This is an optimization exercise on Yosys and OpenROAD, whose aim is small area, a short achievable clock period and few clock cycles, not a production implementation. The RTL was checked by simulation tests, not by an equivalence proof against the original design. No activity file was given, so power comes from the tool's default toggle rates.

**flow/config.mk**
```make
export PLATFORM = sky130hd
export DESIGN_NAME = divider
export DESIGN_NICKNAME = divider
export VERILOG_FILES = /design/flow/design.v
export SDC_FILE = /design/flow/constraint.sdc
export NUM_CORES = 4
export LEC_CHECK = 0
export ABC_AREA = 1
export CAP_MARGIN = 20
export CORE_MARGIN = 2
export CORE_UTILIZATION = 40
export PLACE_DENSITY = 0.6
export SETUP_SLACK_MARGIN = 2.8
export SLEW_MARGIN = 20
export TNS_END_PERCENT = 0
```
**flow/constraint.sdc**
```tcl
create_clock -name core_clock -period 5.5 [get_ports {clk}]
set_input_delay 1.1000 -clock core_clock [delete_from_list [all_inputs] [get_ports {clk}]]
set_output_delay 1.1000 -clock core_clock [all_outputs]
set_load 0.01 [all_outputs]
```
**flow/design.v**
```verilog
module divider(
	      input wire 	 clk,
	      input wire 	 resetn,
	      input wire 	 div,
	      input wire 	 isSigned,
	      input wire [31:0]  A,
	      input wire [31:0]  B,
	      output wire [31:0] Q,
	      output wire [31:0] R,
	      output wire 	 complete
	      );
    localparam IDLE = 3'd0, NORM = 3'd1, ITER = 3'd2, NEGR = 3'd3, NEGQ = 3'd4, DONE = 3'd5;
    reg [2:0]  st;
    reg        sA, sB;      
    reg [31:0] P;           
    reg [32:0] M;           
    reg [31:0] Qr;          
    reg [4:0]  cnt;
    reg [5:0]  cA, cB;      
    reg        cA1;         
    function [5:0] clz32(input [31:0] x);
        reg [15:0] v1, c1; reg [7:0] v2; reg [15:0] c2;
        reg [3:0] v3; reg [11:0] c3; reg [1:0] v4; reg [7:0] c4; reg [4:0] c5;
        integer i;
        begin
            for (i = 0; i < 16; i = i + 1) begin
                v1[i] = x[2*i+1] | x[2*i];
                c1[i] = ~x[2*i+1];
            end
            for (i = 0; i < 8; i = i + 1) begin
                v2[i] = v1[2*i+1] | v1[2*i];
                c2[2*i+:2] = v1[2*i+1] ? {1'b0, c1[2*i+1]} : {1'b1, c1[2*i]};
            end
            for (i = 0; i < 4; i = i + 1) begin
                v3[i] = v2[2*i+1] | v2[2*i];
                c3[3*i+:3] = v2[2*i+1] ? {1'b0, c2[4*i+2+:2]} : {1'b1, c2[4*i+:2]};
            end
            for (i = 0; i < 2; i = i + 1) begin
                v4[i] = v3[2*i+1] | v3[2*i];
                c4[4*i+:4] = v3[2*i+1] ? {1'b0, c3[6*i+3+:3]} : {1'b1, c3[6*i+:3]};
            end
            c5 = v4[1] ? {1'b0, c4[7:4]} : {1'b1, c4[3:0]};
            clz32 = (v4[1] | v4[0]) ? {1'b0, c5} : 6'd32;
        end
    endfunction
    wire        nA = isSigned & A[31];
    wire        nB = isSigned & B[31];
    wire [31:0] XA = nA ? {~A[30:0], 1'b1} : A;
    wire        A2k = &(A[31:1] | ~A[30:0]);
    wire [31:0] YB = B ^ {32{nB}};
    wire [6:0]  s   = {1'b0, cB} - {1'b0, cA} - {6'd0, cA1};
    wire [4:0]  sc  = s[4:0] | {5{s[5]}};
    wire [32:0] Msh = ({1'b1, M[31:0]} << sc) | ~({33{1'b1}} << sc) & {33{~sB}};
    wire [31:0] ngi = (st == NEGQ) ? Qr : P;
    wire [31:0] ngo = ~ngi + 32'd1;
    reg  [33:0] g, p, gn, pn;
    reg  [32:0] T;
    integer i, k;
    always @* begin
        g[0] = ~sB; p[0] = 1'b0;
        for (i = 0; i < 33; i = i + 1) begin
            g[i+1] = (i < 32 ? P[i] : 1'b0) & M[i];
            p[i+1] = (i < 32 ? P[i] : 1'b0) ^ M[i];
        end
        for (k = 1; k < 34; k = k * 2) begin
            gn = g; pn = p;
            for (i = 0; i < 34; i = i + 1)
                if (i >= k) begin
                    gn[i] = g[i] | (p[i] & g[i-k]);
                    pn[i] = p[i] & p[i-k];
                end
            g = gn; p = pn;
        end
        for (i = 0; i < 33; i = i + 1)
            T[i] = (i < 32 ? P[i] : 1'b0) ^ M[i] ^ g[i];
    end
    wire        q   = ~T[32];
    always @(posedge clk) begin
        sA <= nA;
        sB <= nB;
        cA <= clz32(XA);
        cA1 <= nA & ~A2k;
        cB <= clz32(YB);
    end
    always @(posedge clk) begin
        cnt <= (st == NORM) ? sc : cnt - 5'd1;
        M   <= (st == IDLE) ? {1'b1, ~YB} :
               (st == NORM) ? Msh : {M[32], M[32:1]};
    end
    always @(posedge clk) begin
        if (!resetn) begin
            st <= IDLE;
        end else begin
            case (st)
            IDLE: begin
                P  <= A;
                if (div) st <= NORM;
            end
            NORM: begin
                if (!s[6] && sA) P <= ngo;
                Qr  <= 32'd0;
                st  <= s[6] ? DONE : ITER;
            end
            ITER: begin
                if (q) P <= T[31:0];
                Qr  <= {Qr[30:0], q};
                if (cnt == 5'd0) st <= sA ? NEGR : sB ? NEGQ : DONE;
            end
            NEGR: begin
                P   <= ngo;
                st  <= sB ? DONE : NEGQ;
            end
            NEGQ: begin
                Qr  <= ngo;
                st  <= DONE;
            end
            default: ;
            endcase
        end
    end
    assign complete = (st == DONE);
    assign Q = Qr;
    assign R = P;
endmodule
```
**flow/flow/run.sh**
```bash
#!/bin/bash
# The standard layout, with the smallest buffer (buf_1) on every input and
# output port instead of ORFS's default port buffer.
set -euo pipefail
bash standard.sh "BUFFER_PORTS_ARGS=-buffer_cell sky130_fd_sc_hd__buf_1" finish > flow_make.log 2>&1
```
**flow/standard.sh**
```bash
#!/bin/bash
# synth_recipe.tcl (not shown) runs the flow's synth.tcl, then flattens the netlist and writes it again
# the make line also repeats each setting of config.mk as NAME=value (left out here)
make -C /OpenROAD-flow-scripts/flow DESIGN_CONFIG=/design/flow/config.mk WORK_HOME=/design/flow/orfs CLKGATE_MAP_FILE= SYNTH_SCRIPT=/design/flow/synth_recipe.tcl "${@:-finish}"
```
==> impl_metrics.py, run 1 <==
metrics = {
    "floorplan": {
        "die-area_sq_um": 31500,
        "dieHeight_um": 178,
        "die_x_um": 178,
        "rows": 63,
        "io_pins": 133,
        "initial_core_util": 0.406,
        "core_sq_um": 29600,
    },
    "global_route": {
        "grt_overflow": 0,
        "grt_pass1_vias": 12800,
        "grt_pass1_wl_um": 75500,
        "grt_max_degree": 50,
        "grt_usage": 0.319,
        "antenna_found_initial": 2,
    },
    "route": {
        "dr_total_vias": 14100,
        "drt_wl_total_um": 50600,
        "drt-initial-drc-count": 1614,
        "dr.pass1.iters": 6,
        "drtAntennaViolNets": 0,
        "wl_per_cell_um": 20.8,
        "vias_per_cell": 5.79,
        "drc": 0,
    },
    "cts": {
        "clk_path_buf_depth": 2,
        "clock-sinks": 120,
        "cts_tree": "built",
        "cts_max_level": 4,
        "clk_pin_slew_ps": 60,
        "cts_hold_buf": 0,
        "worstSkewPairLatency_ps": 440,
        "ctsRootBufferMaster": "clkbuf_16",
        "numCtsBuffers": 17,
    },
    "sta": {
        "drv_slew": 0,
        "hold_viol_final": 0,
        "rsz0062_at_grt": "yes",
        "fin_ws_ps": 2310,
        "holdWs_ps": 496,
        "setup_viol": 0,
        "period_minus_slack_ps": 3190,
        "finalCritPeriodShare": 0.581,
        "slew_headroom": 0.441,
        "fin_skew_ps": 9.29,
        "setup_tns_ps": 0,
        "max_freq_ghz": 0.313,
        "tightest_slew_ps": 837,
    },
    "layout": {
        "diodes": 0,
        "nets": 2152,
        "final_core_util": 0.477,
        "drive_gt1_frac": 0.105,
        "n_fill_cell": 3200,
        "regArea_sq_um": 3060,
        "multi_input_area_sq_um": 7940,
        "final_area_sq_um": 14100,
        "area_growth_pct": 17.4,
    },
    "yosys": {
        "syn_area_sq_um": 12000,
        "ys_ff_latch": 120,
        "synthTopCellsByArea": "edfxtp_1, nand2_1, dfxtp_1",
        "netlist.area_leader.share": 0.162,
        "synth_top_cell_by_area": "edfxtp_1",
        "synth_nets": 2015,
        "yosys_warnings": 1,
        "syn_area_per_cell_sq_um": 6.34,
        "netlist_instances": 1899,
        "yosysSeqAreaShare": 0.254,
        "ys_types": 58,
    },
    "worst_hold_path": {
        "hold_path_depth": 1,
        "worst_hold_path_type": "reg -> reg",
    },
    "job": {
        "cap_violations": 0,
    },
    "setup_path": {
        "crit_arrival_ps": 3500,
        "cp_top_family": "simple AND/OR/NAND/NOR gates",
        "critPathBufInv": 5,
        "crit_path_top_delay_cell": "fa_2",
        "startpoint_type": "register",
        "cpPeakStageDelay_ps": 570,
        "r2r_cells": 18,
        "endpoint_kind": "register",
        "crit_type": "reg -> reg",
        "worst-path-max-fanout": 5,
        "cp.depth": 18,
        "crit_top_cell": "nand2_2",
        "cp_cell_sequence": "inv_2, fa_2, inv_2, ha_4, or2_1, nand2_2, nand2_2, nand2_2, buf_12, nand2_8, nor2_4, clkinvlp_4, buf_6, nand4_1, nand2_1, nand3b_1, nand3_1, a21oi_1",
        "cp_data_required_time_ps": 5810,
    },
    "power_and_ir_drop": {
        "ir_worst_vdd_uv": 283,
        "cellPowerDensity_nw_per_um2": 669,
        "p_leak_nw": 6.34,
    },
    "placement": {
        "gp_congestion": 0.996,
        "portBuffers": 132,
        "dp.final_hpwl_um": 39200,
        "dpl_cell_area_sq_um": 12900,
        "pre_cts_ws_ps": 1610,
    },
    "run_status": {
        "status": "timing/DRC/antenna clean",
    },
}
## cells in the final DEF, fill, tap and decap left out, drive strengths merged, types with 2 or more instances in the layout
cell type,instances
or2,18
o221ai,18
xor2,52
nand2,510
bufinv,4
nor4,6
buf,185
inv,239
a21oi,120
a31oi,6
nor2,151
nor3,17
a21o,6
nand4,35
o21bai,3
dfxtp,55
fa,3
o21ai,157
a22oi,5
o2111ai,5
a32o,3
clkbuf,18
a211oi,5
ha,45
xnor2,8
o21a,3
o31ai,6
nand3b,7
o22ai,21
o311ai,2
a221oi,3
o211ai,13
a21boi,5
clkinvlp,14
edfxtp,65
clkinv,7
a22o,2
nand3,223
## through the flow
step	std cells	total power, mW
floorplan	1899	5.90
global placement	2367	7.75
detailed placement	2367	7.74
CTS	2435	9.26
global route	2439	10.2
finish	2439	9.47
## area by class of cell
class / instances / area share
clock inverter: 14 / 0.0128
tap: 390 / 0.0345
timing repair buffer: 186 / 0.0750
timing repair inverter: 4 / 0.00195
clock buffer: 18 / 0.0303
multi-input combinational: 1461 / 0.562
inverter: 246 / 0.0678
sequential: 120 / 0.216
## kinds of logic (layout without fill, tap and decap cells)
kind of cell / Yosys count / count (layout) / share of synthesized area
and+or+nand+nor: 969 / 969 / 0.356
AOI/OAI and AO/OA: 384 / 384 / 0.188
buffers and inverters: 318 / 468 / 0.106
DFF: 120 / 120 / 0.254
xor gates and xnor gates: 60 / 60 / 0.0443
adders and majority gates: 48 / 48 / 0.0517
## sequential cells by signal (all words and copies together), names as in the netlist
register / flops
sA: 1
cA: 6
cA1: 1
sB: 1
cnt: 5
st: 3
Qr: 32
cB: 6
M: 33
P: 32
## what timing repair did
| action | CTS | global route |
|---|---|---|
| buffers inserted | 31 | 4 |
| pin swaps | 9 | 10 |
| resized for setup | 76 | 16 |
| gates cloned | 5 | 0 |
| endpoints found under the setup margin | 135 | 136 |
## power breakdown
part / internal (mW) / leakage, nW / switching [mW]
Sequential: 1.42 / 1.08 / 0.489
Clock: 0.752 / 0.287 / 0.458
Combinational: 2.00 / 4.97 / 4.35
## Yosys cell counts, drive strengths merged
| library cell | number |
|---|---|
| a211oi | 5 |
| o2111ai | 5 |
| nand4 | 35 |
| o311ai | 2 |
| xor2 | 52 |
| nor2 | 151 |
| or2 | 18 |
| xnor2 | 8 |
| a31oi | 6 |
| nand2 | 510 |
| o221ai | 18 |
| ha | 45 |
| a221oi | 3 |
| a21o | 6 |
| buf | 37 |
| nand3 | 223 |
| clkbuf | 35 |
| a21oi | 120 |
| nor3 | 17 |
| a21boi | 5 |
| a2111oi | 1 |
| dfxtp | 55 |
| clkinv | 1 |
| nand3b | 7 |
| nand2b | 1 |
| a32o | 3 |
| inv | 245 |
| o211ai | 13 |
| a22oi | 5 |
| o21ai | 157 |
| o21a | 3 |
| edfxtp | 65 |
| nor3b | 1 |
| fa | 3 |
| nor4 | 6 |
| o21bai | 3 |
| a22o | 2 |
| o31ai | 6 |
| o22ai | 21 |
## layer usage
metal	share of wire	wire [um]	vias up	GRT usage
li1	-	-	6695	-
met1	0.44	22400	6517	0.458
met2	0.41	21000	797	0.465
met3	0.11	5350	113	0.0645
met4	0.038	1910	4	0.123
met5	0.0012	62	-	0
## path summary, 6_finish.rpt
kind | start | to | slack, ps
setup / recovery | cA[0]$_SDFF_PP0_ | M[28]$_DFF_P_ | 2310
hold / removal | cnt[0]$_DFF_P_ | cnt[0]$_DFF_P_ | 500
setup reg to reg | cA[0]$_SDFF_PP0_ | M[28]$_DFF_P_ | 2310
hold reg to reg | cnt[0]$_DFF_P_ | cnt[0]$_DFF_P_ | 500
Testbench counts, summed over its fixed seeds: cycles 27,699.
==> run 2, diff against run 1 <==
--- a/flow/design.v
+++ b/flow/design.v
@@ -50,3 +50,4 @@
     wire [31:0] YB = B ^ {32{nB}};
-    wire [6:0]  s   = {1'b0, cB} - {1'b0, cA} - {6'd0, cA1};
+    wire [7:0]  s2  = {1'b0, cB, 1'b1} + {1'b1, ~cA, ~cA1};
+    wire [6:0]  s   = s2[7:1];
     wire [4:0]  sc  = s[4:0] | {5{s[5]}};
@@ -77,2 +78,9 @@
     wire        q   = ~T[32];
+    reg  [32:0] TM;
+    integer j;
+    always @* begin
+        TM[32] = M[32];
+        for (j = 31; j >= 0; j = j - 1) TM[j] = TM[j+1] & M[j];
+    end
+    wire        skip2 = ~|(P & {1'b1, TM[32:2]}) & (cnt != 5'd0);
     always @(posedge clk) begin
@@ -85,5 +93,6 @@
     always @(posedge clk) begin
-        cnt <= (st == NORM) ? sc : cnt - 5'd1;
+        cnt <= (st == NORM) ? sc : skip2 ? cnt - 5'd2 : cnt - 5'd1;
         M   <= (st == IDLE) ? {1'b1, ~YB} :
-               (st == NORM) ? Msh : {M[32], M[32:1]};
+               (st == NORM) ? Msh :
+               skip2 ? {M[32], M[32], M[32:2]} : {M[32], M[32:1]};
     end
@@ -104,5 +113,9 @@
             ITER: begin
-                if (q) P <= T[31:0];
-                Qr  <= {Qr[30:0], q};
-                if (cnt == 5'd0) st <= sA ? NEGR : sB ? NEGQ : DONE;
+                if (skip2) begin
+                    Qr  <= {Qr[29:0], 2'b00};
+                end else begin
+                    if (q) P <= T[31:0];
+                    Qr  <= {Qr[30:0], q};
+                end
+                if (cnt == 5'd0 || (skip2 && cnt == 5'd1)) st <= sA ? NEGR : sB ? NEGQ : DONE;
             end
==> run 2 against run 1 <==
Effect of this change:
- critical path type unchanged
- die area up 0.67%
- power up 17%
- non-clock buffer count up 78
- maximum frequency down 0.21%
- still clean
==> impl_metrics.py, run 2 <==
metrics = {
    "power_and_ir_drop": {
        "combPwrFrac": 0.705,
        "cellPowerDensity_nw_per_um2": 708,
        "seq_power_share": 0.191,
        "p_leak_nw": 6.95,
        "netSwitchingFraction": 0.560,
        "switching_power_mw": 6.18,
        "p_int_mw": 4.85,
        "ir_worst_vdd_uv": 270,
        "power_mw": 11.0,
        "clockPowerShare": 0.104,
    },
    "placement": {
        "dp.final_hpwl_um": 40200,
        "gp_congestion": 1.02,
        "placedCellCount": 2382,
        "portBuffers": 132,
    },
    "route": {
        "dr_total_vias": 15300,
        "drt_wl_total_um": 57100,
        "wl_per_cell_um": 22.6,
        "wl_met2_um": 25300,
        "dr_wl_met3_um": 5540,
        "drtAntennaViolNets": 0,
        "vias_per_cell": 6.04,
        "met1_length_um": 22200,
        "drt-initial-drc-count": 2009,
        "dr.pass1.iters": 8,
        "drc": 0,
        "highest_layer": "met4",
    },
    "sta": {
        "drv_slew": 0,
        "hold_viol_final": 0,
        "period_minus_slack_ps": 3200,
        "setup_viol": 0,
        "finalCritPeriodShare": 0.582,
        "tightest_slew_ps": 898,
        "fin_skew_ps": 11.3,
        "rsz0062_at_grt": "yes",
        "max_freq_ghz": 0.312,
        "slew_headroom": 0.397,
        "setup_tns_ps": 0,
    },
    "cts": {
        "cts_tree": "built",
        "clk_pin_slew_ps": 60,
        "clk_path_buf_depth": 2,
        "worstSkewPairLatency_ps": 440,
        "cts_hold_buf": 0,
        "numCtsBuffers": 17,
        "clock-sinks": 120,
        "cts_max_level": 4,
        "ctsRootBufferMaster": "clkbuf_16",
    },
    "floorplan": {
        "io_pins": 133,
        "dieHeight_um": 178,
        "core_sq_um": 29700,
        "initial_core_util": 0.408,
        "rows": 63,
        "die_x_um": 178,
        "die-area_sq_um": 31700,
    },
    "yosys": {
        "yosysSeqAreaShare": 0.253,
        "yosys_warnings": 1,
        "syn_area_per_cell_sq_um": 6.32,
        "synth_top_cell_by_area": "edfxtp_1",
        "netlist_instances": 1920,
        "synth.cells.most_frequent": "nand2_1, o21ai_0, inv_1, nor2_1, a21oi_1",
        "ys_ff_latch": 120,
        "synth-edff-count": 66,
        "synthFlopType": "edfxtp_1",
        "netlist.area_leader.share": 0.163,
        "async_flop_share": 0,
        "synth_most_common_cell": "nand2_1",
        "ys_types": 64,
        "synth_nets": 2033,
        "syn_area_sq_um": 12100,
        "synthTopCellsByArea": "edfxtp_1, nand2_1, o21ai_0",
    },
    "layout": {
        "regMostFlops": "M",
        "drive_gt1_frac": 0.167,
        "diodes": 0,
        "area_growth_pct": 28.6,
        "n_fill_cell": 2926,
        "final_core_util": 0.525,
        "layout_common_cells": "nand2_1, inv_1, o21ai_0",
        "largest_reg_flops": 33,
        "reg_top3": "M (33), P (32), Qr (32)",
        "fin_cells": 2529,
        "nets": 2239,
        "final_common_cell": "nand2_1",
    },
    "setup_path": {
        "crit_type": "reg -> reg",
        "worstReg2RegStart": "st[0]$_SDFFE_PN0P_",
        "cp_data_required_time_ps": 5650,
        "rr_endpoint": "P[15]$_DFFE_PP_",
        "cp-endpoint": "P[15]$_DFFE_PP_",
        "worst-path-max-fanout": 7,
        "r2r_cells": 21,
        "crit_start": "st[0]$_SDFFE_PN0P_",
        "r2r_slack_ps": 2300,
        "endpoint_kind": "register",
        "crit_arrival_ps": 3360,
        "startpoint_type": "register",
    },
    "worst_hold_path": {
        "worst_hold_path_type": "reg -> reg",
        "hold_path_depth": 2,
    },
    "global_route": {
        "grt_pass1_vias": 14100,
        "antenna_found_initial": 0,
        "grt_usage": 0.349,
        "grt_max_degree": 49,
        "grt_pass1_wl_um": 83000,
        "grt_overflow": 0,
    },
    "run_status": {
        "status": "timing/DRC/antenna clean",
    },
    "job": {
        "cap_violations": 0,
    },
}
run 2: changes by cell type after synthesis, sizes merged, moves of 18 or more:
cell    previous run  this run
o21ai            157       259
nand3            223       124
nand2            510       468
clkbuf            35        65
buf               37        18
o22ai             21        40
nand4             35        17
run 2: cells by family after synthesis:
logic type / synth area share
muxes: 0.00743
buffers and inverters: 0.105
adders and majority gates: 0.0477
AOI/OAI and AO/OA: 0.250
and+or+nand+nor: 0.288
DFF: 0.253
xor gates and xnor gates: 0.0498
run 2: final cells by class:
cell class	count	area, sq um	area share
inverters	246	957	0.0614
well taps	390	488	0.0313
repair inverters	2	13.8	0.000883
flip-flops and latches	120	3080	0.198
repair buffers	264	1920	0.123
clock buffers	20	468	0.0300
multi-input cells	1475	8550	0.549
clock inverters	12	110	0.00706
run 2: worst min-delay path by stage:
stage | endpoint | start | slack (ps)
after floorplan | st[1]$_SDFFE_PN0P_ | st[1]$_SDFFE_PN0P_ | 530
after global placement | st[1]$_SDFFE_PN0P_ | st[1]$_SDFFE_PN0P_ | 560
after detailed placement | st[1]$_SDFFE_PN0P_ | st[1]$_SDFFE_PN0P_ | 560
after CTS | st[1]$_SDFFE_PN0P_ | st[1]$_SDFFE_PN0P_ | 530
after global routing | st[0]$_SDFFE_PN0P_ | st[0]$_SDFFE_PN0P_ | 560
final | st[1]$_SDFFE_PN0P_ | st[1]$_SDFFE_PN0P_ | 520
run 2: power groups by stage:
stage	combinational [mW]	sequential [mW]	clock, mW
6_report	7.78	2.11	1.14
4_1_cts	6.91	2.06	1.14
5_1_grt	8.39	2.13	1.18
3_5_place_dp	6.12	2.08	0
2_1_floorplan	4.29	1.86	0
3_3_place_gp	6.11	2.08	0
run 2: worst max-delay path, cell delays in order, from the launching register on:
cell	delay, ps
dfxtp_4	360
nor2_4	220
nand2_8	160
buf_16	180
buf_12	120
nand2_1	90
o21ai_4	80
inv_2	100
nor2_4	50
nand3_2	70
nor3_4	50
buf_4	130
buf_4	130
buf_4	120
buf_4	120
buf_4	120
buf_4	120
buf_4	120
buf_4	130
nand2_2	100
xor2_2	220
o221ai_1	130
run 2: timing repair:
| item | 4_1_cts | 5_1_grt |
|---|---|---|
| pin swaps | 33 | 48 |
| cloned | 10 | 8 |
| resized for setup | 128 | 144 |
| setup endpoints to repair | 150 | 149 |
| buffers inserted | 69 | 27 |
| endpoints found under the hold margin | 0 | 0 |
run 2: per-layer routing:
| metal | up-vias | global-route usage |
|---|---|---|
| met5 | - | 0 |
| met4 | 0 | 0.222 |
| met3 | 233 | 0.0539 |
| met2 | 975 | 0.541 |
| met1 | 7134 | 0.454 |
| li1 | 6928 | - |
run 2: metrics by stage:
| step | area (sq um) | hold slack, ps | setup slack, ps |
|---|---|---|---|
| 2_1_floorplan | 12200 | 531 | 2320 |
| 3_3_place_gp | 13000 | 555 | 947 |
| 3_5_place_dp | 13000 | 559 | 987 |
| 4_1_cts | 14800 | 527 | 2290 |
| 5_1_grt | 15600 | 559 | 2090 |
| 6_report | 15600 | 525 | 2300 |
Testbench counts of run 2, summed over its fixed seeds: cycles 25,708.
==> run 3, diff against run 2 <==
--- a/flow/design.v
+++ b/flow/design.v
@@ -54,3 +54,4 @@
     wire [32:0] Msh = ({1'b1, M[31:0]} << sc) | ~({33{1'b1}} << sc) & {33{~sB}};
-    wire [31:0] ngi = (st == NEGQ) ? Qr : P;
+    reg         inq;        
+    wire [31:0] ngi = inq ? Qr : P;
     wire [31:0] ngo = ~ngi + 32'd1;
@@ -98,2 +99,5 @@
     end
+    wire        last = (cnt == 5'd0) | (skip2 & (cnt == 5'd1));
+    always @(posedge clk)
+        inq <= resetn & (((st == ITER) & last & ~sA & sB) | ((st == NEGR) & ~sB));
     always @(posedge clk) begin
@@ -119,3 +123,3 @@
                 end
-                if (cnt == 5'd0 || (skip2 && cnt == 5'd1)) st <= sA ? NEGR : sB ? NEGQ : DONE;
+                if (last) st <= sA ? NEGR : sB ? NEGQ : DONE;
             end
==> run 3 against run 2 <==
Effect of this change:
- still clean
- register-to-register slack improved by 70 ps
- sequential power is 6% lower
- critical path depth shrank 6
- via count down 6.4%
- routed wire length is 11% lower
- synthesized cell count decreased by 0.36%
- cell count shrank 2.3%
- final area fell by 5.4%
- first-iteration DRC count shrank 20%
- global-route usage fell by 3.3 points
- highest routed layer unchanged
==> impl_metrics.py, run 3 <==
metrics = {
    "yosys": {
        "yosys_warnings": 1,
        "netlist.area_leader.share": 0.164,
        "netlist_instances": 1913,
        "syn_area_sq_um": 12100,
        "synthTopCellsByArea": "edfxtp_1, nand2_1, dfxtp_1",
        "synthFlopType": "edfxtp_1",
        "syn_area_per_cell_sq_um": 6.34,
        "synth-edff-count": 66,
        "synth_nets": 2026,
        "synth_most_common_cell": "nand2_1",
        "yosysSeqAreaShare": 0.254,
        "ys_ff_latch": 121,
        "async_flop_share": 0,
        "synth.cells.most_frequent": "nand2_1, inv_1, o21ai_0, a21oi_1, nor2_1",
        "synth_top_cell_by_area": "edfxtp_1",
        "ys_types": 63,
    },
    "route": {
        "met1_length_um": 21200,
        "drtAntennaViolNets": 0,
        "dr_wl_met3_um": 4410,
        "dr.pass1.iters": 5,
        "dr_total_vias": 14300,
        "wl_met2_um": 23300,
        "highest_layer": "met4",
        "wl_per_cell_um": 20.6,
        "drt_wl_total_um": 51000,
        "drt-initial-drc-count": 1611,
        "vias_per_cell": 5.78,
        "drc": 0,
    },
    "power_and_ir_drop": {
        "ir_worst_vdd_uv": 267,
        "p_int_mw": 4.26,
        "netSwitchingFraction": 0.560,
        "p_leak_nw": 6.43,
        "cellPowerDensity_nw_per_um2": 657,
        "clockPowerShare": 0.111,
        "switching_power_mw": 5.43,
        "combPwrFrac": 0.683,
        "seq_power_share": 0.206,
    },
    "sta": {
        "max_freq_ghz": 0.319,
        "drv_slew": 0,
        "finalCritPeriodShare": 0.570,
        "fin_skew_ps": 8.61,
        "rsz0062_at_grt": "yes",
        "fin_ws_ps": 2360,
        "period_minus_slack_ps": 3140,
        "hold_viol_final": 0,
        "setup_tns_ps": 0,
        "setup_viol": 0,
        "tightest_slew_ps": 952,
        "slew_headroom": 0.365,
    },
    "job": {
        "cap_violations": 0,
    },
    "cts": {
        "cts_hold_buf": 0,
        "clk_path_buf_depth": 2,
        "clk_pin_slew_ps": 60,
        "ctsRootBufferMaster": "clkbuf_16",
        "clock-sinks": 121,
        "worstSkewPairLatency_ps": 440,
        "numCtsBuffers": 17,
        "cts_tree": "built",
        "cts_max_level": 4,
    },
    "placement": {
        "gp_congestion": 1.03,
        "dpl_cell_area_sq_um": 12900,
        "pre_cts_ws_ps": 1420,
        "portBuffers": 132,
        "dp.final_hpwl_um": 37700,
    },
    "layout": {
        "area_growth_pct": 21.7,
        "reg_top3": "M (33), P (32), Qr (32)",
        "drive_gt1_frac": 0.140,
        "n_fill_cell": 3079,
        "regMostFlops": "M",
        "nets": 2181,
        "diodes": 0,
        "largest_reg_flops": 33,
        "final_common_cell": "nand2_1",
        "layout_common_cells": "nand2_1, inv_1, o21ai_0",
        "final_area_sq_um": 14700,
    },
    "global_route": {
        "grt_usage": 0.317,
        "grt_pass1_vias": 13100,
        "grt_overflow": 0,
        "grt_pass1_wl_um": 76300,
        "grt_max_degree": 69,
        "antenna_found_initial": 1,
    },
    "run_status": {
        "status": "timing/DRC/antenna clean",
    },
    "floorplan": {
        "initial_core_util": 0.408,
        "io_pins": 133,
        "rows": 63,
        "die_x_um": 178,
        "die-area_sq_um": 31700,
        "dieHeight_um": 178,
        "core_sq_um": 29700,
    },
    "setup_path": {
        "startpoint_type": "register",
        "cp_cell_sequence": "buf_4, o21ai_4, ha_2, inv_2, nor2_4, inv_2, nor2_4, nand2_4, nor4_4, nand4_1, nor2_2, nand3_2, nor2_2, xor2_1, o221ai_1",
        "worst-path-max-fanout": 3,
        "crit_path_top_delay_cell": "edfxtp_1",
        "crit_type": "reg -> reg",
        "crit_arrival_ps": 3280,
        "endpoint_kind": "register",
        "cpPeakStageDelay_ps": 420,
        "cp_data_required_time_ps": 5640,
    },
    "worst_hold_path": {
        "worst_hold_path_type": "reg -> reg",
    },
}
[run 3: changes by cell type after synthesis, sizes merged, moves of 22 or more]
| cell | delta |
|---|---|
| o21ai | +71 |
| inv | +22 |
| a21oi | +27 |
| o22ai | -28 |
| nand3 | -50 |
| nand2 | -35 |
[run 3: power by group through the flow]
stage	clock [mW]	sequential [mW]	combinational, mW
4_1_cts	1.08	1.97	6.13
3_3_place_gp	0	2.00	5.62
5_1_grt	1.12	2.03	7.26
2_1_floorplan	0	1.85	3.99
3_5_place_dp	0	2.00	5.63
6_report	1.07	1.99	6.62
[run 3: path summary, 6_finish.rpt]
check	slack [ps]	startpoint	cells past startpoint	to
setup / recovery	2360	P[0]$_DFFE_PP_	15	P[24]$_DFFE_PP_
hold / removal	600	st[0]$_SDFFE_PN0P_	4	st[0]$_SDFFE_PN0P_
setup reg to reg	2360	P[0]$_DFFE_PP_	15	P[24]$_DFFE_PP_
hold reg to reg	600	st[0]$_SDFFE_PN0P_	4	st[0]$_SDFFE_PN0P_
[run 3: worst max-delay path: cells and delay by family (launching register included)]
family	cells	cell delay (ps)
xor+xnor	1	270
buf+inv	3	270
fa+ha+maj	1	210
flops	1	420
compound gates	2	280
simple gates	8	1390
[run 3: per-stage QoR]
step           cells  utilization  hold slack, ps  power, mW
6_report        2471        0.496             604       9.69
3_3_place_gp    2377        0.435             595       7.62
5_1_grt         2471        0.496             644       10.4
3_5_place_dp    2377        0.435             591       7.63
2_1_floorplan   1913            -             535       5.85
4_1_cts         2445        0.479             579       9.19
[run 3: timing repair]
action,4_1_cts,5_1_grt
gates cloned,5,3
pin swaps,26,24
buffers inserted,31,23
setup endpoints to repair,144,173
resized for setup,126,85
[run 3: per-layer routing]
layer,vias up,global-route usage
li1,6811,-
met1,6681,0.426
met2,684,0.501
met3,110,0.0541
met4,0,0.133
met5,-,0
[run 3: final cells by class]
cell class                      count  area, sq um  area share
Timing Repair Buffer              211         1230      0.0837
Inverter                          266         1040      0.0703
Timing Repair inverter              2         10.0    0.000679
Multi-Input combinational cell   1449         8340       0.566
Clock buffer                       22          475      0.0322
Tap cell                          390          488      0.0331
Sequential cell                   121         3090       0.210
Clock inverter                     10         65.1     0.00441
[run 3: cells by family (layout without fill, tap and decap cells)]
logic type      Yosys count  count (layout)  synth area share
flops                   121             121             0.254
xor+xnor                 70              70            0.0506
fa+ha+maj                45              45            0.0477
simple gates            716             719             0.248
compound gates          610             610             0.283
buf+inv                 346             511             0.112
mux                       5               5           0.00413
Testbench counts of run 3, summed over its fixed seeds: cycles 25,708.
==> run 4, diff against run 3 <==
--- a/flow/design.v
+++ b/flow/design.v
@@ -17,3 +17,3 @@
     reg [31:0] Qr;          
-    reg [4:0]  cnt;
+    reg [5:0]  cnt;
     reg [5:0]  cA, cB;      
@@ -52,4 +52,9 @@
     wire [6:0]  s   = s2[7:1];
-    wire [4:0]  sc  = s[4:0] | {5{s[5]}};
-    wire [32:0] Msh = ({1'b1, M[31:0]} << sc) | ~({33{1'b1}} << sc) & {33{~sB}};
+    reg  [32:0] Msh;
+    integer j;
+    always @* begin
+        Msh = {1'b1, M[31:0]};
+        for (j = 0; j < 6; j = j + 1)
+            if (s[j]) Msh = (Msh << (1 << j)) | ({33{~sB}} & ~({33{1'b1}} << (1 << j)));
+    end
     reg         inq;        
@@ -80,8 +85,9 @@
     reg  [32:0] TM;
-    integer j;
+    integer n;
     always @* begin
         TM[32] = M[32];
-        for (j = 31; j >= 0; j = j - 1) TM[j] = TM[j+1] & M[j];
+        for (n = 31; n >= 0; n = n - 1) TM[n] = TM[n+1] & M[n];
     end
-    wire        skip2 = ~|(P & {1'b1, TM[32:2]}) & (cnt != 5'd0);
+    wire        skip2 = ~|(P & {1'b1, TM[32:2]}) & (cnt != 6'd0);
+    wire        last  = (cnt == 6'd0) | (skip2 & (cnt == 6'd1));
     always @(posedge clk) begin
@@ -94,3 +100,3 @@
     always @(posedge clk) begin
-        cnt <= (st == NORM) ? sc : skip2 ? cnt - 5'd2 : cnt - 5'd1;
+        cnt <= (st == NORM) ? s[5:0] : skip2 ? cnt - 6'd2 : cnt - 6'd1;
         M   <= (st == IDLE) ? {1'b1, ~YB} :
@@ -99,3 +105,2 @@
     end
-    wire        last = (cnt == 5'd0) | (skip2 & (cnt == 5'd1));
     always @(posedge clk)
==> run 4 against run 3 <==
Effect of this change:
- hold slack got worse by 5.0 ps
- clock skew increased by 4.2 ps
- global-route usage decreased by 2.9 points
- highest routed layer unchanged
==> impl_metrics.py, run 4 <==
metrics = {
    "layout": {
        "final_area_sq_um": 14500,
        "regMostFlops": "M",
        "reg_top3": "M (33), P (32), Qr (32)",
        "largest_reg_flops": 33,
        "nets": 2174,
        "final_common_cell": "nand2_1",
        "drive_gt1_frac": 0.109,
        "layout_common_cells": "nand2_1, o21ai_0, inv_1",
        "diodes": 0,
        "area_growth_pct": 19.1,
    },
    "yosys": {
        "ys_ff_latch": 122,
        "synth_top_cell_by_area": "edfxtp_1",
        "synthTopCellsByArea": "edfxtp_1, nand2_1, o21ai_0",
        "netlist.area_leader.share": 0.163,
        "synth.cells.most_frequent": "nand2_1, o21ai_0, inv_1, a21oi_1, nor2_1",
        "synthAdderAreaFrac": 0.0485,
        "synth_most_common_cell": "nand2_1",
        "synth_top_family_by_area": "compound AO/OA/AOI/OAI gates",
        "yosys.area_share.simple": 0.241,
        "syn_area_sq_um": 12200,
        "synthFlopType": "edfxtp_1",
        "synth-xor-area-share": 0.0518,
        "netlist_instances": 1922,
        "synth_nets": 2036,
        "ys_types": 62,
        "synth-edff-count": 66,
        "async_flop_share": 0,
        "yosysSeqAreaShare": 0.255,
        "synth_mux_area_frac": 0.00411,
        "synth_compound_gate_area_share": 0.286,
        "syn_area_per_cell_sq_um": 6.33,
        "yosys_warnings": 1,
    },
    "sta": {
        "finalCritPeriodShare": 0.578,
        "hold_viol_final": 0,
        "setup_viol": 0,
        "drv_slew": 0,
        "fin_skew_ps": 12.9,
        "slew_headroom": 0.373,
        "rsz0062_at_grt": "yes",
        "max_freq_ghz": 0.315,
        "tightest_slew_ps": 940,
        "setup_tns_ps": 0,
        "period_minus_slack_ps": 3180,
    },
    "cts": {
        "ctsRootBufferMaster": "clkbuf_16",
        "clk_path_buf_depth": 2,
        "cts_tree": "built",
        "clock-sinks": 122,
        "numCtsBuffers": 17,
        "clk_pin_slew_ps": 60,
        "cts_max_level": 4,
        "cts_hold_buf": 0,
        "worstSkewPairLatency_ps": 440,
    },
    "global_route": {
        "grt_pass1_wl_um": 70600,
        "grt_pass1_vias": 13000,
        "antenna_found_initial": 0,
        "grt_overflow": 0,
        "grt_usage": 0.288,
        "grt_max_degree": 99,
    },
    "job": {
        "cap_violations": 0,
    },
    "setup_path": {
        "worst-path-max-fanout": 32,
        "crit_arrival_ps": 3480,
        "crit_type": "in -> reg",
        "endpoint_kind": "register",
        "cp_data_required_time_ps": 5810,
        "r2r_cells": 14,
        "startpoint_type": "input pin",
    },
    "route": {
        "dr_wl_met3_um": 3180,
        "highest_layer": "met4",
        "wl_per_cell_um": 19.0,
        "met1_length_um": 20400,
        "drt-initial-drc-count": 1176,
        "vias_per_cell": 5.69,
        "wl_met2_um": 22000,
        "dr_total_vias": 14000,
        "drt_wl_total_um": 46800,
        "drc": 0,
        "dr.pass1.iters": 6,
        "drtAntennaViolNets": 0,
    },
    "power_and_ir_drop": {
        "clockPowerShare": 0.131,
        "netSwitchingFraction": 0.533,
        "p_leak_nw": 6.18,
        "cellPowerDensity_nw_per_um2": 641,
        "switching_power_mw": 4.95,
        "power_mw": 9.29,
        "ir_worst_vdd_uv": 277,
        "p_int_mw": 4.34,
        "combPwrFrac": 0.660,
        "seq_power_share": 0.209,
    },
    "floorplan": {
        "rows": 63,
        "die_x_um": 178,
        "initial_core_util": 0.408,
        "dieHeight_um": 178,
        "core_sq_um": 29800,
        "die-area_sq_um": 31800,
        "io_pins": 133,
    },
    "placement": {
        "dpl_cell_area_sq_um": 13000,
        "portBuffers": 132,
        "gp_congestion": 0.946,
        "dp.final_hpwl_um": 34700,
    },
    "run_status": {
        "status": "timing/DRC/antenna clean",
    },
    "worst_hold_path": {
        "worst_hold_path_type": "reg -> reg",
        "hold_path_depth": 2,
    },
}
## run 4: layout make-up
| cell class | instances | area [sq um] |
|---|---|---|
| clock buffer | 24 | 472 |
| clock inverter | 8 | 141 |
| fill | 3145 | 15300 |
| inverter | 266 | 1030 |
| multi-input combinational | 1444 | 8010 |
| sequential | 122 | 3120 |
| tap | 390 | 488 |
| timing repair buffer | 204 | 1200 |
| timing repair inverter | 5 | 32.5 |
## run 4: power by group through the flow
stage	logic, mW	clock network [mW]	registers (mW)
6_report	6.13	1.22	1.94
5_1_grt	6.80	1.26	1.99
4_1_cts	5.82	1.22	1.94
3_5_place_dp	5.40	0	1.98
3_3_place_gp	5.37	0	1.98
2_1_floorplan	3.92	0	1.82
## run 4: final timing paths
check	slack (ps)	endpoint	startpoint
worst min register to register	600	st[0]$_SDFFE_PN0P_	st[0]$_SDFFE_PN0P_
worst max-delay path	2320	cB[3]$_SDFF_PP0_	B[31]
worst max register to register	2350	M[29]$_DFF_P_	cB[0]$_SDFF_PP0_
worst min-delay path	600	st[0]$_SDFFE_PN0P_	st[0]$_SDFFE_PN0P_
## run 4: worst max-delay path, stage by stage
cell and delay [ps]:
buf_1 240, nand2_8 250, xor2_1 330, nand2_1 130, nor3_1 380, nand4_1 200, nor2_1 250, nand3_1 160
nor3_2 310, nor3_1 110
## run 4: what timing repair did
item / CTS / global route
cloned: 5 / 2
buffers inserted: 30 / 21
endpoints found under the setup margin: 144 / 175
endpoints found under the hold margin: 0 / 0
resized for setup: 70 / 39
pin swaps: 7 / 16
## run 4: metrics by stage
step / worst slack, ps / std cells / util / hold slack [ps]
after floorplan: 2220 / 1922 / - / 507
after global placement: 1670 / 2373 / 0.436 / 576
after detailed placement: 1530 / 2373 / 0.436 / 592
after CTS: 2380 / 2440 / 0.476 / 596
after global routing: 2180 / 2463 / 0.486 / 625
final: 2320 / 2463 / 0.486 / 599
## run 4: cell families (layout without fill, tap and decap cells)
logic type | Yosys count | count (layout)
AND/OR/NAND/NOR | 695 | 695
AO/OA/AOI/OAI | 626 | 626
buffers and inverters | 356 | 507
flip-flops | 122 | 122
XOR/XNOR | 72 | 72
adder cells (fa/ha/maj) | 46 | 46
multiplexers | 5 | 5
## run 4: metal layers
layer  global-route usage  vias to the layer above
met5                    0                        -
met4               0.0894                        0
met3               0.0386                       82
met2                0.479                      561
met1                0.388                     6570
li1                     -                     6805
Testbench counts of run 4, summed over its fixed seeds: cycles 25,708.
==> run 5, diff against run 4 <==
--- a/flow/design.v
+++ b/flow/design.v
@@ -84,10 +84,2 @@
     wire        q   = ~T[32];
-    reg  [32:0] TM;
-    integer n;
-    always @* begin
-        TM[32] = M[32];
-        for (n = 31; n >= 0; n = n - 1) TM[n] = TM[n+1] & M[n];
-    end
-    wire        skip2 = ~|(P & {1'b1, TM[32:2]}) & (cnt != 6'd0);
-    wire        last  = (cnt == 6'd0) | (skip2 & (cnt == 6'd1));
     always @(posedge clk) begin
@@ -100,9 +92,8 @@
     always @(posedge clk) begin
-        cnt <= (st == NORM) ? s[5:0] : skip2 ? cnt - 6'd2 : cnt - 6'd1;
+        cnt <= (st == NORM) ? s[5:0] : cnt - 6'd1;
         M   <= (st == IDLE) ? {1'b1, ~YB} :
-               (st == NORM) ? Msh :
-               skip2 ? {M[32], M[32], M[32:2]} : {M[32], M[32:1]};
+               (st == NORM) ? Msh : {M[32], M[32:1]};
     end
     always @(posedge clk)
-        inq <= resetn & (((st == ITER) & last & ~sA & sB) | ((st == NEGR) & ~sB));
+        inq <= resetn & (((st == ITER) & (cnt == 6'd0) & ~sA & sB) | ((st == NEGR) & ~sB));
     always @(posedge clk) begin
@@ -122,9 +113,5 @@
             ITER: begin
-                if (skip2) begin
-                    Qr  <= {Qr[29:0], 2'b00};
-                end else begin
-                    if (q) P <= T[31:0];
-                    Qr  <= {Qr[30:0], q};
-                end
-                if (last) st <= sA ? NEGR : sB ? NEGQ : DONE;
+                if (q) P <= T[31:0];
+                Qr  <= {Qr[30:0], q};
+                if (cnt == 6'd0) st <= sA ? NEGR : sB ? NEGQ : DONE;
             end
==> run 5 against run 4 <==
Effect of this change:
- largest power group unchanged
- final area down 0.41%
- still clean
- combinational power up 0.7%
- non-clock buffer count down 34
- via count up 3.5%
==> impl_metrics.py, run 5 <==
metrics = {
    "run_status": {
        "status": "timing/DRC/antenna clean",
    },
    "yosys": {
        "synth_top_cell_by_area": "nand2_1",
        "yosysSeqAreaShare": 0.247,
        "synth-edff-count": 65,
        "ys_ff_latch": 122,
        "synth_most_common_cell": "nand2_1",
        "syn_area_per_cell_sq_um": 6.05,
        "yosys_warnings": 1,
        "syn_area_sq_um": 12500,
        "netlist_instances": 2064,
        "synthTopCellsByArea": "nand2_1, edfxtp_1, nand3_1",
        "async_flop_share": 0,
        "synth.cells.most_frequent": "nand2_1, nand3_1, inv_1, nor2_1, o21ai_0",
        "synth_nets": 2175,
        "ys_types": 61,
        "netlist.area_leader.share": 0.208,
        "synthFlopType": "edfxtp_1",
    },
    "route": {
        "drt-initial-drc-count": 1677,
        "drtAntennaViolNets": 0,
        "drc": 0,
        "vias_per_cell": 5.60,
        "dr_total_vias": 14500,
        "wl_per_cell_um": 19.1,
        "dr.pass1.iters": 9,
        "drt_wl_total_um": 49600,
    },
    "sta": {
        "holdWs_ps": 473,
        "period_minus_slack_ps": 2660,
        "setup_tns_ps": 0,
        "drv_slew": 0,
        "finalCritPeriodShare": 0.484,
        "slew_headroom": 0.445,
        "rsz0062_at_grt": "yes",
        "fin_skew_ps": 17.7,
        "setup_viol": 0,
        "tightest_slew_ps": 831,
        "hold_viol_final": 0,
        "max_freq_ghz": 0.375,
    },
    "placement": {
        "dp.final_hpwl_um": 38500,
        "portBuffers": 132,
        "gp_congestion": 0.991,
    },
    "global_route": {
        "grt_pass1_vias": 12700,
        "grt_usage": 0.293,
        "grt_pass1_wl_um": 74500,
        "grt_overflow": 0,
        "antenna_found_initial": 0,
        "grt_max_degree": 66,
    },
    "layout": {
        "layout_common_cells": "nand2_1, nand3_1, inv_1",
        "drive_gt1_frac": 0.0893,
        "nets": 2294,
        "largest_reg_flops": 33,
        "regMostFlops": "M",
        "diodes": 0,
        "final_common_cell": "nand2_1",
        "reg_top3": "M (33), P (32), Qr (32)",
        "area_growth_pct": 15.5,
    },
    "cts": {
        "clock-sinks": 122,
        "clk_path_buf_depth": 2,
        "worstSkewPairLatency_ps": 440,
        "clk_pin_slew_ps": 60,
        "cts_max_level": 4,
        "cts_hold_buf": 0,
        "ctsRootBufferMaster": "clkbuf_16",
        "cts_tree": "built",
        "numCtsBuffers": 17,
    },
    "setup_path": {
        "crit_start": "cB[0]$_SDFF_PP0_",
        "worstReg2RegStart": "cB[0]$_SDFF_PP0_",
        "worst-path-max-fanout": 13,
        "r2r_slack_ps": 2840,
        "r2r_cells": 15,
        "crit_type": "reg -> reg",
        "crit_arrival_ps": 2840,
        "cp_data_required_time_ps": 5670,
        "endpoint_kind": "register",
        "rr_endpoint": "M[31]$_DFFE_PP_",
        "startpoint_type": "register",
    },
    "floorplan": {
        "core_sq_um": 30700,
        "io_pins": 133,
        "die-area_sq_um": 32700,
        "die_x_um": 181,
        "dieHeight_um": 181,
        "initial_core_util": 0.407,
        "rows": 64,
    },
    "power_and_ir_drop": {
        "netSwitchingFraction": 0.552,
        "cellPowerDensity_nw_per_um2": 645,
        "p_leak_nw": 6.50,
        "combPwrFrac": 0.663,
        "ir_worst_vdd_uv": 315,
        "clockPowerShare": 0.131,
        "p_int_mw": 4.16,
        "switching_power_mw": 5.14,
        "seq_power_share": 0.206,
    },
    "worst_hold_path": {
        "min-delay-start": "cnt[0]$_DFF_P_",
        "whs_endpoint": "cnt[0]$_DFF_P_",
        "worst_hold_path_type": "reg -> reg",
        "hold_path_depth": 1,
    },
    "job": {
        "cap_violations": 0,
    },
}
run 5: cell types whose count changed after synthesis, moves of 11 or more:
cell,previous run,this run
o221ai_1,19,6
o211ai_1,28,9
nor2_1,154,141
o21ai_1,82,27
xor2_1,66,34
buf_2,10,21
nor2_2,6,18
nand2_1,407,694
a31oi_1,27,1
nand3_1,59,270
o21ai_0,262,128
clkbuf_1,71,30
a21oi_1,155,122
inv_1,252,218
run 5: repair_timing:
item | in CTS | in global routing
pin swaps | 0 | 6
gates cloned | 1 | 3
endpoints found under the setup margin | 86 | 108
setup buffers | 6 | 19
resized for setup | 16 | 58
run 5: worst max-delay path by stage:
stage	endpoint	slack (ps)	cells past startpoint
after floorplan	P[0]$_DFFE_PP_	2960	12
after global placement	M[17]$_DFF_P_	2290	15
after detailed placement	cB[3]$_SDFF_PP0_	2280	10
after CTS	cB[3]$_SDFF_PP0_	2730	10
after global routing	M[16]$_DFF_P_	2720	17
final	M[31]$_DFFE_PP_	2840	15
run 5: power groups by stage:
stage          logic [mW]  registers [mW]  clock network [mW]
3_3_place_gp         5.54            1.94                   0
3_5_place_dp         5.57            1.94                   0
4_1_cts              5.69            1.92                1.22
2_1_floorplan        3.99            1.78                   0
6_report             6.17            1.91                1.22
5_1_grt              6.82            1.96                1.27
run 5: logic make-up (layout without fill, tap and decap cells):
group | Yosys count | after routing | share of synthesized area
XOR/XNOR | 46 | 46 | 0.0358
AND/OR/NAND/NOR | 1206 | 1206 | 0.418
AO/OA/AOI/OAI | 344 | 344 | 0.153
adder cells (fa/ha/maj) | 43 | 43 | 0.0443
flip-flops | 122 | 122 | 0.247
buffers and inverters | 303 | 435 | 0.101
run 5: layout make-up:
class | count | area, sq um
Clock buffer | 21 | 494
Sequential cell | 122 | 3100
Clock inverter | 11 | 129
Inverter | 232 | 900
Fill cell | 3324 | 16200
Multi-Input combinational cell | 1639 | 8420
Timing Repair inverter | 1 | 7.51
Tap cell | 396 | 495
Timing Repair Buffer | 170 | 890
run 5: critical path, stage by stage, from the launching register on:
cell        delay, ps
dfxtp_1           340
inv_1              60
fa_2              570
buf_12            150
clkinvlp_4         80
buf_4             190
nand2_4           100
nand4_1           190
nand2_1           130
nand2_1            60
nand3_1           100
nand3_1           130
nand3_1           110
nand2_1            70
nand2_1            70
nand2_1            50
run 5: layer usage:
metal	global-route usage	part of all wire	wire length, um
met1	0.434	0.46	22700
met4	0.0623	0.018	891
met2	0.452	0.44	21600
met3	0.0389	0.090	4490
met5	0	0	0
run 5: through the flow:
step	instance area [sq um]	std cells	worst slack, ps	utilization	total power [mW]
2_1_floorplan	12500	2064	2960	-	5.77
3_3_place_gp	13200	2531	2290	0.430	7.48
3_5_place_dp	13200	2531	2280	0.430	7.51
4_1_cts	13900	2570	2730	0.454	8.82
5_1_grt	14400	2592	2720	0.471	10.0
6_report	14400	2592	2840	0.471	9.30
Testbench counts of run 5, summed over its fixed seeds: cycles 27,699.
==> run 6, diff against run 5 <==
--- a/flow/config.mk
+++ b/flow/config.mk
@@ -12,3 +12,3 @@
 export PLACE_DENSITY = 0.6
-export SETUP_SLACK_MARGIN = 2.8
+export SETUP_SLACK_MARGIN = 3.0
 export SLEW_MARGIN = 20
==> run 6 against run 5 <==
Effect of this change:
- still clean on timing, DRC and antenna
- sequential share of layout area is 0.078 points lower
- utilization rose by 0.19 points
- via count is 0.13% lower
- maximum frequency up 3.6%
- critical endpoint is now M[9]$_DFF_P_
- largest power group unchanged
==> impl_metrics.py, run 6 <==
metrics = {
    "layout": {
        "final_common_cell": "nand2_1",
        "reg_top3": "M (33), P (32), Qr (32)",
        "layout_common_cells": "nand2_1, nand3_1, inv_1",
        "final_core_util": 0.472,
        "multi_input_area_sq_um": 8480,
        "diodes": 0,
        "area_growth_pct": 15.9,
        "fin_cells": 2597,
        "n_fill_cell": 3379,
        "regArea_sq_um": 3100,
        "regMostFlops": "M",
        "drive_gt1_frac": 0.0913,
        "largest_reg_flops": 33,
        "nets": 2299,
    },
    "floorplan": {
        "die_x_um": 181,
        "initial_core_util": 0.407,
        "die-area_sq_um": 32700,
        "rows": 64,
        "io_pins": 133,
        "dieHeight_um": 181,
        "core_sq_um": 30700,
    },
    "setup_path": {
        "crit_type": "reg -> reg",
        "cp_top_family": "simple AND/OR/NAND/NOR gates",
        "endpoint_kind": "register",
        "cp_cell_sequence": "inv_1, ha_1, nand2_1, inv_1, nand4_1, nand3_1, nand2_1, nand2_2, nand2_2, inv_2, nand3_1, nand2_1, a21oi_1",
        "cpPeakStageDelay_ps": 370,
        "critPathBufInv": 3,
        "cp_data_required_time_ps": 5820,
        "startpoint_type": "register",
        "crit_top_cell": "nand2_1",
        "crit_arrival_ps": 2890,
        "worst-path-max-fanout": 21,
        "r2r_slack_ps": 2930,
        "cp.depth": 13,
        "r2r_cells": 13,
        "crit_path_top_delay_cell": "nand2_2",
    },
    "sta": {
        "fin_skew_ps": 18.2,
        "rsz0062_at_grt": "yes",
        "finalCritPeriodShare": 0.467,
        "setup_viol": 0,
        "hold_viol_final": 0,
        "setup_tns_ps": 0,
        "drv_slew": 0,
        "holdWs_ps": 484,
        "period_minus_slack_ps": 2570,
        "tightest_slew_ps": 848,
        "max_freq_ghz": 0.389,
        "slew_headroom": 0.434,
    },
    "route": {
        "drt-initial-drc-count": 1569,
        "drtAntennaViolNets": 0,
        "drt_wl_total_um": 50100,
        "dr_total_vias": 14500,
        "vias_per_cell": 5.58,
        "dr.pass1.iters": 6,
        "wl_per_cell_um": 19.3,
        "drc": 0,
    },
    "cts": {
        "cts_max_level": 4,
        "cts_hold_buf": 0,
        "cts_tree": "built",
        "numCtsBuffers": 17,
        "ctsRootBufferMaster": "clkbuf_16",
        "worstSkewPairLatency_ps": 440,
        "clk_path_buf_depth": 2,
        "clock-sinks": 122,
        "clk_pin_slew_ps": 60,
    },
    "global_route": {
        "grt_pass1_vias": 13100,
        "grt_overflow": 0,
        "grt_pass1_wl_um": 75400,
        "antenna_found_initial": 1,
        "grt_max_degree": 61,
        "grt_usage": 0.298,
    },
    "yosys": {
        "synthFlopType": "edfxtp_1",
        "yosys_warnings": 1,
        "synthTopCellsByArea": "nand2_1, edfxtp_1, nand3_1",
        "netlist.area_leader.share": 0.208,
        "async_flop_share": 0,
        "netlist_instances": 2064,
        "ys_ff_latch": 122,
        "syn_area_per_cell_sq_um": 6.05,
        "syn_area_sq_um": 12500,
        "yosysSeqAreaShare": 0.247,
        "synth_most_common_cell": "nand2_1",
        "synth.cells.most_frequent": "nand2_1, nand3_1, inv_1, nor2_1, o21ai_0",
        "synth_nets": 2175,
        "ys_types": 61,
        "synth-edff-count": 65,
        "synth_top_cell_by_area": "nand2_1",
    },
    "placement": {
        "portBuffers": 132,
        "placedCellCount": 2529,
        "gp_congestion": 0.950,
        "dp.final_hpwl_um": 39200,
    },
    "run_status": {
        "status": "timing/DRC/antenna clean",
    },
    "job": {
        "cap_violations": 0,
    },
    "worst_hold_path": {
        "worst_hold_path_type": "reg -> reg",
        "hold_path_depth": 1,
    },
    "power_and_ir_drop": {
        "p_leak_nw": 6.50,
        "ir_worst_vdd_uv": 267,
        "cellPowerDensity_nw_per_um2": 649,
    },
}
==> run 6: cell counts after synthesis <==
No cell type changed its count.
==> run 6: cell families after synthesis <==
logic type	count (synthesis)	share of synthesized area
fa+ha+maj	43	0.0443
simple gates	1206	0.418
xor+xnor	46	0.0358
compound gates	344	0.153
buf+inv	303	0.101
flops	122	0.247
==> run 6: final timing paths <==
kind                    start              to
max          cA[4]$_SDFF_PP0_    M[9]$_DFF_P_
min            cnt[0]$_DFF_P_  cnt[0]$_DFF_P_
max reg2reg  cA[4]$_SDFF_PP0_    M[9]$_DFF_P_
min reg2reg    cnt[0]$_DFF_P_  cnt[0]$_DFF_P_
==> run 6: worst register-to-register path, cell delays in order, from the launching register on <==
cell and delay (ps):
dfxtp_1 320, inv_1 40, ha_1 360, nand2_1 70
inv_1 80, nand4_1 130, nand3_1 100, nand2_1 80
nand2_2 370, nand2_2 160, inv_2 280, nand3_1 230
nand2_1 140, a21oi_1 70
==> run 6: final cells by class <==
cell class / count / area share
multi-input cells: 1641 / 0.585
flip-flops and latches: 122 / 0.214
inverters: 232 / 0.0622
repair buffers: 173 / 0.0605
clock buffers: 27 / 0.0383
well taps: 396 / 0.0342
clock inverters: 5 / 0.00527
repair inverters: 1 / 0.000518
==> run 6: per-layer routing <==
metal  share of wire  up-vias  track usage
li1                -     7071            -
met1            0.44     6687        0.417
met2            0.44      671        0.466
met3           0.095       61       0.0615
met4           0.020        2       0.0800
met5         0.00026        -            0
==> run 6: where the power goes <==
group          total (mW)  switching, mW  internal [mW]
clock                1.23          0.450          0.782
combinational        6.26           4.24           2.02
sequential           1.91          0.457           1.45
total                9.40           5.15           4.25
==> run 6: through the flow <==
stage | setup WS (ps) | cell area [sq um] | total power [mW]
6_report | 2930 | 14500 | 9.40
5_1_grt | 2760 | 14500 | 10.2
4_1_cts | 2900 | 14200 | 9.01
3_5_place_dp | 2250 | 13300 | 7.63
3_3_place_gp | 2220 | 13300 | 7.61
2_1_floorplan | 3000 | 12600 | 5.86
==> run 6: repair_timing <==
| action | CTS | global route |
|---|---|---|
| gates cloned | 3 | 1 |
| setup endpoints to repair | 125 | 124 |
| setup buffers | 13 | 19 |
| pin swaps | 4 | 3 |
| gates resized for setup | 35 | 35 |
==> run 7, diff against run 6 <==
--- a/flow/config.mk
+++ b/flow/config.mk
@@ -10,5 +10,5 @@
 export CORE_MARGIN = 2
-export CORE_UTILIZATION = 40
-export PLACE_DENSITY = 0.6
-export SETUP_SLACK_MARGIN = 3.0
+export CORE_UTILIZATION = 55
+export PLACE_DENSITY = 0.75
+export SETUP_SLACK_MARGIN = 2.8
 export SLEW_MARGIN = 20
==> run 7 against run 6 <==
Effect of this change:
- sequential power barely moved
- first-iteration DRC count up 27%
- sequential share of layout area increased by 0.64 points
- die area down 27%
- routed wire length decreased by 5.5%
- final area shrank 2.9%
- critical path depth unchanged
- cell count fell by 4.9%
- clock power shrank 15%
- critical path type unchanged
- largest cell class unchanged
==> impl_metrics.py, run 7 <==
metrics = {
    "run_status": {
        "status": "timing/DRC/antenna clean",
    },
    "cts": {
        "clock-sinks": 122,
        "cts_tree": "built",
        "cts_max_level": 4,
        "numCtsBuffers": 17,
        "clk_path_buf_depth": 2,
        "clk_pin_slew_ps": 60,
        "ctsRootBufferMaster": "clkbuf_16",
        "worstSkewPairLatency_ps": 440,
    },
    "global_route": {
        "grt_usage": 0.384,
        "grt_max_degree": 68,
        "grt_pass1_wl_um": 71000,
        "antenna_found_initial": 1,
        "grt_overflow": 0,
        "grt_pass1_vias": 12900,
    },
    "sta": {
        "fin_skew_ps": 15.6,
        "drv_slew": 0,
        "setup_tns_ps": 0,
        "hold_viol_final": 0,
        "setup_viol": 0,
        "rsz0062_at_grt": "yes",
        "finalCritPeriodShare": 0.488,
        "max_freq_ghz": 0.372,
        "tightest_slew_ps": 860,
        "slew_headroom": 0.426,
        "period_minus_slack_ps": 2690,
    },
    "floorplan": {
        "rows": 55,
        "die-area_sq_um": 23900,
        "dieHeight_um": 155,
        "initial_core_util": 0.555,
        "core_sq_um": 22500,
        "die_x_um": 155,
        "io_pins": 133,
    },
    "setup_path": {
        "endpoint_kind": "register",
        "rr_endpoint": "M[31]$_DFFE_PP_",
        "crit_path_top_delay_cell": "fa_2",
        "r2r_slack_ps": 2810,
        "worstReg2RegStart": "cB[0]$_SDFF_PP0_",
        "cpPeakStageDelay_ps": 650,
        "r2r_cells": 13,
        "cp_data_required_time_ps": 5680,
        "crit_top_cell": "nand2_1",
        "startpoint_type": "register",
        "crit_type": "reg -> reg",
        "cp_cell_sequence": "inv_1, fa_2, clkinvlp_4, nand2_4, nand4_1, nand2_1, nand2_1, nand3_2, nand3_2, nand3_2, nand2_1, nand2_1, nand2_1",
        "crit_arrival_ps": 2860,
        "worst-path-max-fanout": 6,
    },
    "layout": {
        "final_common_cell": "nand2_1",
        "nets": 2283,
        "largest_reg_flops": 33,
        "diodes": 0,
        "n_fill_cell": 2228,
        "drive_gt1_frac": 0.0838,
        "final_area_sq_um": 14100,
        "regArea_sq_um": 3100,
        "layout_common_cells": "nand2_1, nand3_1, inv_1",
        "multi_input_area_sq_um": 8410,
        "regMostFlops": "M",
        "area_growth_pct": 12.6,
        "reg_top3": "M (33), P (32), Qr (32)",
    },
    "power_and_ir_drop": {
        "p_int_mw": 3.91,
        "cellPowerDensity_nw_per_um2": 642,
        "netSwitchingFraction": 0.567,
        "seq_power_share": 0.213,
        "ir_worst_vdd_uv": 252,
        "switching_power_mw": 5.12,
        "clockPowerShare": 0.115,
        "combPwrFrac": 0.673,
        "p_leak_nw": 6.37,
        "power_mw": 9.04,
    },
    "yosys": {
        "synth_most_common_cell": "nand2_1",
        "synthFlopType": "edfxtp_1",
        "synthTopCellsByArea": "nand2_1, edfxtp_1, nand3_1",
        "synth.cells.most_frequent": "nand2_1, nand3_1, inv_1, nor2_1, o21ai_0",
        "synth_nets": 2175,
        "yosysSeqAreaShare": 0.247,
        "yosys_warnings": 1,
        "ys_ff_latch": 122,
        "netlist_instances": 2064,
        "async_flop_share": 0,
        "syn_area_sq_um": 12500,
        "ys_types": 61,
        "synth-edff-count": 65,
        "synth_top_cell_by_area": "nand2_1",
        "syn_area_per_cell_sq_um": 6.05,
        "netlist.area_leader.share": 0.208,
    },
    "route": {
        "drt-initial-drc-count": 1985,
        "wl_per_cell_um": 19.2,
        "drtAntennaViolNets": 0,
        "drc": 0,
        "dr_total_vias": 14800,
        "drt_wl_total_um": 47400,
        "vias_per_cell": 5.98,
        "dr.pass1.iters": 7,
    },
    "placement": {
        "portBuffers": 132,
        "dp.final_hpwl_um": 36600,
        "gp_congestion": 1.05,
        "dpl_cell_area_sq_um": 13000,
    },
    "worst_hold_path": {
        "hold_path_depth": 1,
        "worst_hold_path_type": "reg -> reg",
        "whs_endpoint": "cnt[0]$_DFF_P_",
        "min-delay-start": "cnt[0]$_DFF_P_",
    },
    "job": {
        "cap_violations": 0,
    },
}
==> run 7: cell counts after synthesis <==
Identical to the previous run, type by type.
==> run 7: per-stage QoR <==
| stage | cells | hold WS, ps | worst slack [ps] | util |
|---|---|---|---|---|
| global placement | 2420 | 444 | 2320 | 0.580 |
| CTS | 2456 | 462 | 2700 | 0.606 |
| finish | 2470 | 459 | 2810 | 0.625 |
| detailed placement | 2420 | 450 | 2310 | 0.580 |
| global route | 2470 | 473 | 2700 | 0.625 |
| floorplan | 2064 | 427 | 2960 | - |
==> run 7: area by class of cell <==
type,instances,share of cell area
Multi-Input combinational cell,1639,0.598
Sequential cell,122,0.220
Inverter,232,0.0643
Timing Repair Buffer,158,0.0540
Clock buffer,17,0.0302
Tap cell,285,0.0253
Clock inverter,15,0.00729
Timing Repair inverter,2,0.00107
==> run 7: repair_timing <==
action | in CTS | in global routing
setup endpoints to repair | 83 | 109
pin swaps | 0 | 9
cloned | 1 | 2
buffers inserted | 3 | 12
hold buffers | 0 | 0
gates resized for setup | 10 | 76
==> run 7: worst max path at each step <==
stage	start	end	slack, ps	cells past startpoint
floorplan	P[11]$_DFFE_PP_	P[0]$_DFFE_PP_	2960	12
global placement	isSigned	cB[3]$_SDFF_PP0_	2320	10
detailed placement	isSigned	cB[3]$_SDFF_PP0_	2310	10
CTS	inq$_DFF_P_	P[30]$_DFFE_PP_	2700	13
global route	cB[0]$_SDFF_PP0_	M[25]$_DFF_P_	2700	15
finish	cB[0]$_SDFF_PP0_	M[31]$_DFFE_PP_	2810	13
==> run 7: power groups by stage <==
stage / clock [mW] / combinational, mW / sequential (mW)
3_3_place_gp: 0 / 5.48 / 1.90
3_5_place_dp: 0 / 5.51 / 1.90
6_report: 1.04 / 6.08 / 1.92
2_1_floorplan: 0 / 3.99 / 1.78
5_1_grt: 1.07 / 6.65 / 1.94
4_1_cts: 1.03 / 5.59 / 1.88
==> run 7: kinds of logic after synthesis <==
group / count (synthesis) / share of synthesized area
flops: 122 / 0.247
compound gates: 344 / 0.153
buf+inv: 303 / 0.101
simple gates: 1206 / 0.418
fa+ha+maj: 43 / 0.0443
xor+xnor: 46 / 0.0358
==> run 7: metal layers <==
layer / wire length (um) / track usage / up-vias
met2: 20100 / 0.575 / 925
li1: - / - / 7034
met1: 19500 / 0.538 / 6680
met3: 6390 / 0.110 / 126
met5: 31 / 0.0228 / -
met4: 1290 / 0.108 / 2
==> run 7: worst max-delay path: cells and delay by family, from the launching register on <==
family / cells / cell delay (ps)
buf+inv: 2 / 350
flops: 1 / 330
simple gates: 10 / 1100
fa+ha+maj: 1 / 650

-- port drivers added, routing unchanged --
In the flow no input, the clock included, has a driving cell. The finished layouts below were timed again as built, in two steps.
Step 1, drivers: a clkbuf_16 drives clk and a buf_2 each remaining input, both assumed.
Step 2 moves the port delays by t, midway between the first and last clock arrival at a register: inputs arrive t later, outputs are due t later. That takes back most of the time a late clock gives input paths.
Slacks: no drivers / after step 1 / after step 2; pairs: no drivers / after step 1.
| run | t (ns) | setup slack, ns | worst register clock-pin slew, ns | pins driven straight from the clock port |
|---|---|---|---|---|
| run 1 | 0.485 | 2.306 / 2.306 / 1.977 | 0.06 / 0.06 | 1 |
| run 2 | 0.489 | 2.299 / 2.299 / 1.983 | 0.07 / 0.07 | 1 |
| run 3 | 0.487 | 2.364 / 2.364 / 2.010 | 0.06 / 0.06 | 1 |
| run 4 | 0.480 | 2.323 / 2.346 / 1.866 | 0.06 / 0.06 | 1 |
| run 5 | 0.482 | 2.836 / 2.836 / 2.424 | 0.07 / 0.07 | 1 |
| run 6 | 0.487 | 2.929 / 2.929 / 2.489 | 0.07 / 0.07 | 1 |
| run 7 | 0.477 | 2.815 / 2.815 / 2.467 | 0.07 / 0.07 | 1 |
After both steps setup and hold are still met in every run listed. For run 4, which loses most, drivers alone change the setup slack by +0.023 ns; drivers and shift together by -0.457 ns.
